Context: an optimization exercise on an open-source flow, tuned for small area, a short achievable clock period and few clock cycles. The choices shown serve that exercise and are no tape-out recipe.
For this run, only the layout was checked, not whether the RTL still works.
No activity file was given, so power comes from the tool's default toggle rates.

[flow/config.mk]
export PLATFORM = sky130hd
export DESIGN_NAME = MIPScore
export DESIGN_NICKNAME = MIPScore
export VERILOG_FILES = /design/flow/design.v
export SDC_FILE = /design/flow/constraint.sdc
export NUM_CORES = 4
export LEC_CHECK = 0
export CAP_MARGIN = 20
export CORE_MARGIN = 2
export CORE_UTILIZATION = 40
export SLEW_MARGIN = 20
[flow/constraint.sdc]
create_clock -name core_clock -period 100.0 [get_ports {clk}]
set_input_delay 20.0000 -clock core_clock [delete_from_list [all_inputs] [get_ports {clk}]]
set_output_delay 20.0000 -clock core_clock [all_outputs]
set_load 0.01 [all_outputs]
[flow/design.v]
module MIPScore(
	input clk,
	input reset,
	output [31:0] pc,
	input  [31:0] instr,
	output        memwrite,
	output [31:0] aluout, writedata,
	input  [31:0] readdata
);
	parameter MUL_K = 8;    
	parameter DIV_K = 2;    
	reg  [31:0] pc_q, ir, res_q, wd_q;
	reg         ir_v, mw_q;
	reg         wb_en, wb_ld;
	reg  [4:0]  wb_rd;
	reg  [31:0] rf [1:31];
	reg  [31:0] hi, lo, md_b;
	reg         md_busy, md_div;
	reg  [5:0]  md_cnt;
	assign pc       = pc_q;
	assign aluout   = res_q;
	assign writedata = wd_q;
	assign memwrite = mw_q;
	wire [5:0]  op    = ir[31:26];
	wire [5:0]  fn    = ir[5:0];
	wire [4:0]  ra    = ir[25:21];
	wire [4:0]  rb    = ir[20:16];
	wire [4:0]  rdf   = ir[15:11];
	wire [15:0] imm   = ir[15:0];
	wire is_r    = (op == 6'h00);
	wire is_jr   = is_r & (fn[5:3] == 3'b001);
	wire is_md   = is_r & (fn[5:3] == 3'b011);           
	wire is_mf   = is_r & (fn[5:3] == 3'b010);           
	wire is_alur = is_r & fn[5];
	wire is_lw   = (op == 6'h23);
	wire is_sw   = (op == 6'h2b);
	wire is_beq  = (op == 6'h04);
	wire is_bltz = (op == 6'h01);
	wire is_j    = (op == 6'h02);
	wire is_jal  = (op == 6'h03);
	wire is_addi = (op == 6'h09);
	wire is_ori  = (op == 6'h0d);
	wire is_lui  = (op == 6'h0f);
	wire        uses_rb = is_r | is_sw | is_beq;
	wire        we      = is_alur | is_mf | is_lw | is_addi | is_ori | is_lui | is_jal;
	wire [4:0]  dst     = is_jal ? 5'd31 : is_r ? rdf : rb;
	wire [31:0] rfa = (ra == 5'd0) ? 32'd0 : rf[ra];
	wire [31:0] rfb = (rb == 5'd0) ? 32'd0 : rf[rb];
	wire fwa  = wb_en & (wb_rd == ra);
	wire fwb  = wb_en & (wb_rd == rb);
	wire fw31 = wb_en & (wb_rd == 5'd31);
	wire [31:0] a   = fwa  ? res_q : rfa;
	wire [31:0] b   = fwb  ? res_q : rfb;
	wire [31:0] r31 = fw31 ? res_q : rf[31];
	wire ld_haz = wb_en & wb_ld & (fwa | (fwb & uses_rb) | (fw31 & is_jr));
	wire md_haz = md_busy & (is_md | is_mf);
	wire stall  = ld_haz | md_haz;
	wire exec   = ir_v & ~stall;
	wire [31:0] bop = is_r   ? b :
	                  is_lui ? {imm, 16'd0} :
	                  is_ori ? {16'd0, imm} :
	                           {{16{imm[15]}}, imm};
	wire        sub = is_r & fn[1];                       
	wire [32:0] sum = {1'b0, a} + {1'b0, bop ^ {32{sub}}} + {32'd0, sub};
	wire        ltu = ~sum[32];
	reg  [31:0] res;
	always @* begin
		if (is_jal)                      res = pc_q;
		else if (is_mf)                  res = fn[1] ? lo : hi;
		else if (is_lui | is_ori)        res = a | bop;
		else if (is_r & fn[2] & ~fn[3])  res = fn[0] ? (a | b) : (a & b);
		else if (is_r & fn[3])           res = {31'd0, ltu};
		else                             res = sum[31:0];
	end
	wire        taken_br = (is_beq & (a == b)) | (is_bltz & a[31]);
	wire [31:0] br_tgt   = pc_q + {{14{imm[15]}}, imm, 2'b00};
	wire        redirect = exec & (taken_br | is_j | is_jal | is_jr);
	wire [31:0] tgt      = is_jr ? r31 :
	                       (is_j | is_jal) ? {pc_q[31:28], ir[25:0], 2'b00} : br_tgt;
	always @(posedge clk) begin
		if (reset) begin
			pc_q <= 32'h00400000;
			ir_v <= 1'b0;
		end else if (redirect) begin
			pc_q <= tgt;
			ir_v <= 1'b0;
		end else if (!(ir_v & stall)) begin
			pc_q <= pc_q + 32'd4;
			ir_v <= 1'b1;
		end
		if (!(ir_v & stall))
			ir <= instr;
	end
	always @(posedge clk) begin
		res_q <= res;
		wd_q  <= b;
		wb_rd <= dst;
		wb_ld <= is_lw;
		if (reset) begin
			mw_q  <= 1'b0;
			wb_en <= 1'b0;
		end else begin
			mw_q  <= exec & is_sw;
			wb_en <= exec & we & (dst != 5'd0);
		end
		if (wb_en)
			rf[wb_rd] <= wb_ld ? readdata : res_q;
	end
	wire [31+MUL_K:0] macc = {{MUL_K{1'b0}}, hi} + md_b * lo[MUL_K-1:0];
	reg [31:0] dh, dl;
	reg [32:0] ds, dd;
	integer i;
	always @* begin
		dh = hi; dl = lo;
		for (i = 0; i < DIV_K; i = i + 1) begin
			ds = {dh, dl[31]};
			dd = ds - {1'b0, md_b};
			dh = dd[32] ? ds[31:0] : dd[31:0];
			dl = {dl[30:0], ~dd[32]};
		end
	end
	always @(posedge clk) begin
		if (reset) begin
			md_busy <= 1'b0;
		end else if (exec & is_md) begin
			md_busy <= 1'b1;
			md_div  <= fn[1];
			md_cnt  <= fn[1] ? (32 / DIV_K - 1) : (32 / MUL_K - 1);
			hi      <= 32'd0;
			lo      <= a;
			md_b    <= b;
		end else if (md_busy) begin
			md_cnt <= md_cnt - 6'd1;
			if (md_cnt == 6'd0) md_busy <= 1'b0;
			if (md_div) begin
				hi <= dh;
				lo <= dl;
			end else begin
				hi <= macc[31+MUL_K:MUL_K];
				lo <= {macc[MUL_K-1:0], lo[31:MUL_K]};
			end
		end
	end
endmodule
[flow/run.sh]
#!/bin/bash
# synth_recipe.tcl (not shown) runs the flow's synth.tcl, then flattens the netlist and writes it again
# the make line also repeats each setting of config.mk as NAME=value (left out here)
make -C /OpenROAD-flow-scripts/flow DESIGN_CONFIG=/design/flow/config.mk WORK_HOME=/design/flow/orfs CLKGATE_MAP_FILE= SYNTH_SCRIPT=/design/flow/synth_recipe.tcl finish
==> results_dict.tcl <==
set metrics [dict create \
    routed_via_density 6.22 \
    cp_slowest_cell "dfxtp_1" \
    setup_slack_ns 77.82 \
    rsz0062_at_grt "false" \
    ctsRootBufferMaster "clkbuf_16" \
    rrSetupSlack_ns 91.75 \
    relSlewSlack_pct 24.4 \
    ys_warn_count 1 \
    placementRows 160 \
    drv_slew 0 \
    p_sw_uw 384 \
    die_area_sq_um 195000 \
    worstPathRequired_ns 80.00 \
    drt_iter0_drc 6398 \
    maxCapViolCount 0 \
    coreArea_sq_um 190000 \
    critPathLaunchType "flop" \
    hpwl_um 185000 \
    internal_power_uw 1000 \
    irDropWorstVdd_uv 18.9 \
    ys_seq_elements 1243 \
    grtUsageTotal_pct 27.8 \
    finalCritPeriodShare_pct 22.2 \
    first_pass_iters 9 \
    port_buffers 162 \
    grt_start_max_net_pins 128 \
    clockBufferDepth 3 \
    crit_family "flip-flops" \
    wire_per_inst_um 31.7 \
    num_vias 53800 \
    worst_path_largest_cell_delay_ns 0.71 \
    clk_pin_slew_ns 0.06 \
    boundaryPins 163 \
    power.density_nw_per_um2 16.1 \
    grt_antenna_before_repair 23 \
    pre_cts_ws_ns 77.66 \
    cts_resized 0 \
    seqPwrFrac_pct 46.0 \
    critPathKind "flop to output port" \
    drc 0 \
    leakagePower_nw 31.1 \
    worst-path-stages 1 \
    fin_skew_ns 0.0406 \
    final_core_util_pct 45.3 \
    cts_setup_buffers 0 \
    grt_pass1_wl_um 387000 \
    worst_ep_arrival_time_ns 2.18 \
    rr_endpoint "res_q[28]" \
    area_growth_pct 12.6 \
    layout-drive-gt1-share_pct 18.0 \
    fp.dieW_um 441 \
    cp-endpoint "aluout[8]" \
    synth_edf_count 1127 \
    tightest_slew_ns 1.13 \
    hold_viol 0 \
    crit_start "res_q[8]" \
    grt_pass1_vias 53600 \
    power.share.switching_pct 27.7 \
    die_h_um 441 \
    crit_buf_inv 1 \
    wirelength_um 274000 \
    numCtsBuffers 140 \
    clock_latency_ns 0.82 \
    synth-seq-area-share_pct 47.3 \
    finalCriticalPeriod_ns 22.18 \
    p_comb_share_pct 15.9 \
    clkPwrFrac_pct 38.1 \
    end_kind "output port" \
    fmax_ghz 0.0451 \
    n_fill_cell 16900 \
    path_max_fanout 5 \
    hp-class "flop to flop" \
    start_util_pct 40.2 \
    ys_types 102 \
    routabilityCongestion 1.03 \
    synthesis.area_sq_um 76500 \
    hold_buffers 0 \
    final_nets 6542 \
    rr_worst_depth 22 \
    ant_nets 0 \
    cp_cell_sequence "clkdlybuf4s50_1" \
    htreeDepth 4 \
    ys.flop_type "edfxtp_1" \
    cts_tree "built" \
    ys_async_sr_fraction_pct 0 \
    setup_tns_ns 0 \
    synthCells 5876 \
    clock-sinks 1243 \
    status "finished clean" \
    grt-ovfl-total 0 \
    synth.avg_cell_area_sq_um 13.0 \
    final-setup-viol-count 0 \
    synth_fp_nets 6409 \
]
==> flip-flops by register name, summed over array words and instances (netlist names), 5 cells and up, named ones only <==
signal,cells
hi,32
ir,32
lo,32
md_b,32
md_cnt,6
pc_q,32
res_q,32
rf,992
wb_rd,5
wd_q,32
==> worst min-delay path, delay by kind of cell, from the launching register on <==
family,cells,cell delay (ns)
AOI/OAI and AO/OA,2,0.13
DFF,1,0.32
==> how the worst min path moves through the flow <==
stage / start / end / slack, ns / cells after the start
after floorplan: ir[1] / md_div / 0.45 / 0
after global placement: pc_q[1] / pc_q[1] / 0.48 / 2
after detailed placement: pc_q[1] / pc_q[1] / 0.49 / 2
after CTS: pc_q[1] / pc_q[1] / 0.50 / 2
after global routing: pc_q[1] / pc_q[1] / 0.54 / 2
final: pc_q[1] / pc_q[1] / 0.50 / 2
==> cells in the mapped netlist (39+ instances only) <==
cell type  instances  area [sq um]
fa_1             216          4320
o211ai_1          39           293
ha_1             251          3140
mux2_2            42           473
and2_1           175          1090
edfxtp_1        1127         33800
a21o_1            90           676
mux4_2           561         12600
nand3_1           57           285
mux2i_1          198          1980
a21oi_1          369          1850
clkbuf_1         230           863
nand2_1          467          1750
o21ai_0          297          1490
buf_2             75           375
inv_1            410          1540
nor2b_1           42           263
nor2_1           316          1190
a211oi_1          69           518
dfxtp_1          116          2320
xnor2_1          124          1090
xor2_1            52           455
==> power by group through the flow <==
stage / combinational (mW) / clock, mW / sequential, mW
final: 0.221 / 0.527 / 0.636
after global placement: 0.215 / 0 / 0.646
after detailed placement: 0.217 / 0 / 0.647
after floorplan: 0.118 / 0 / 0.642
after CTS: 0.218 / 0.530 / 0.636
after global routing: 0.232 / 0.551 / 0.637
==> cells by family (layout without fill, tap and decap cells) <==
| group | count (synthesis) | after routing | synth area share (%) |
|---|---|---|---|
| simple gates | 1267 | 1267 | 7.79 |
| flops | 1243 | 1243 | 47.3 |
| compound gates | 1148 | 1148 | 9.31 |
| mux | 803 | 803 | 19.8 |
| buf+inv | 771 | 1016 | 4.05 |
| fa+ha+maj | 467 | 467 | 9.76 |
| xor+xnor | 177 | 177 | 2.05 |
| other cells | 0 | 11 | 0 |
==> layout by cell type, fill, tap and decap left out, types with 18 or more instances in the layout <==
cell type        count
a211oi_1            69
a21o_1              90
a21oi_1            365
a221oi_1            26
a31oi_1             37
and2_1             175
and3_1              25
buf_4              185
clkbuf_1            26
clkbuf_16          143
clkdlybuf4s50_1    162
clkinv_1            18
clkinv_2            26
dfxtp_1            105
edfxtp_1          1127
fa_1               216
ha_1               251
inv_1              408
mux2_2              42
mux2i_1            198
mux4_2             561
nand2_1            466
nand2b_1            23
nand3_1             57
nand4_1             29
nor2_1             282
nor2_4              33
nor2b_1             42
nor3_1              36
nor4_1              19
o211ai_1            39
o21a_1              32
o21ai_0            287
o21ai_1             23
o21bai_1            18
o221ai_1            18
o22ai_1             23
xnor2_1            124
xor2_1              52
==> metrics by stage <==
| step | cells | power (mW) | area, sq um | hold WS, ns |
|---|---|---|---|---|
| CTS | 8631 | 1.38 | 86100 | 0.496 |
| detailed placement | 8377 | 0.864 | 81500 | 0.487 |
| finish | 8643 | 1.38 | 86100 | 0.499 |
| global placement | 8376 | 0.861 | 81400 | 0.483 |
| global route | 8637 | 1.42 | 86100 | 0.536 |
| floorplan | 5876 | 0.760 | 76500 | 0.452 |
==> area by class of cell <==
cell class	instances	area, sq um	area share (%)
flip-flops and latches	1243	36200	42.0
clock inverters	75	835	0.969
clock buffers	179	3810	4.43
inverters	413	1550	1.80
repair buffers	349	3050	3.54
well taps	2511	3140	3.65
multi-input cells	3862	37500	43.6
diodes	11	27.5	0.0320
==> per-layer routing <==
layer  up-vias  wire length (um)  global-route usage, %
li1      22600                 -                      -
met1     27700             97400                   32.9
met2      2814            133000                   46.3
met3       734             21800                   4.99
met4        14             21700                   19.2
met5         -               103                      0

separate check: timing with driven ports:
In the flow no input, the clock included, has a driving cell. The finished layout below was timed again as built, in two steps.
Step 1, drivers: a clkbuf_16 drives clk and a buf_2 each remaining input, both assumed.
Step 2 adds t to the input delays and takes it off the output delays; t is the mean of the earliest and latest rising clock arrival at the registers after step 1. Input paths then give back, and output paths get back, about the clock's delay inside the block.
Three values: no drivers, after step 1, after step 2; two values: the first two.
shift t [ns]: 0.895
setup WS [ns]: 77.819 / 77.725 / 77.623
clock arrival spread, ns: 0.040 / 0.041
After both steps setup and hold are still met in this run. For this run, drivers alone change the setup slack by -0.094 ns; drivers and shift together by -0.196 ns.
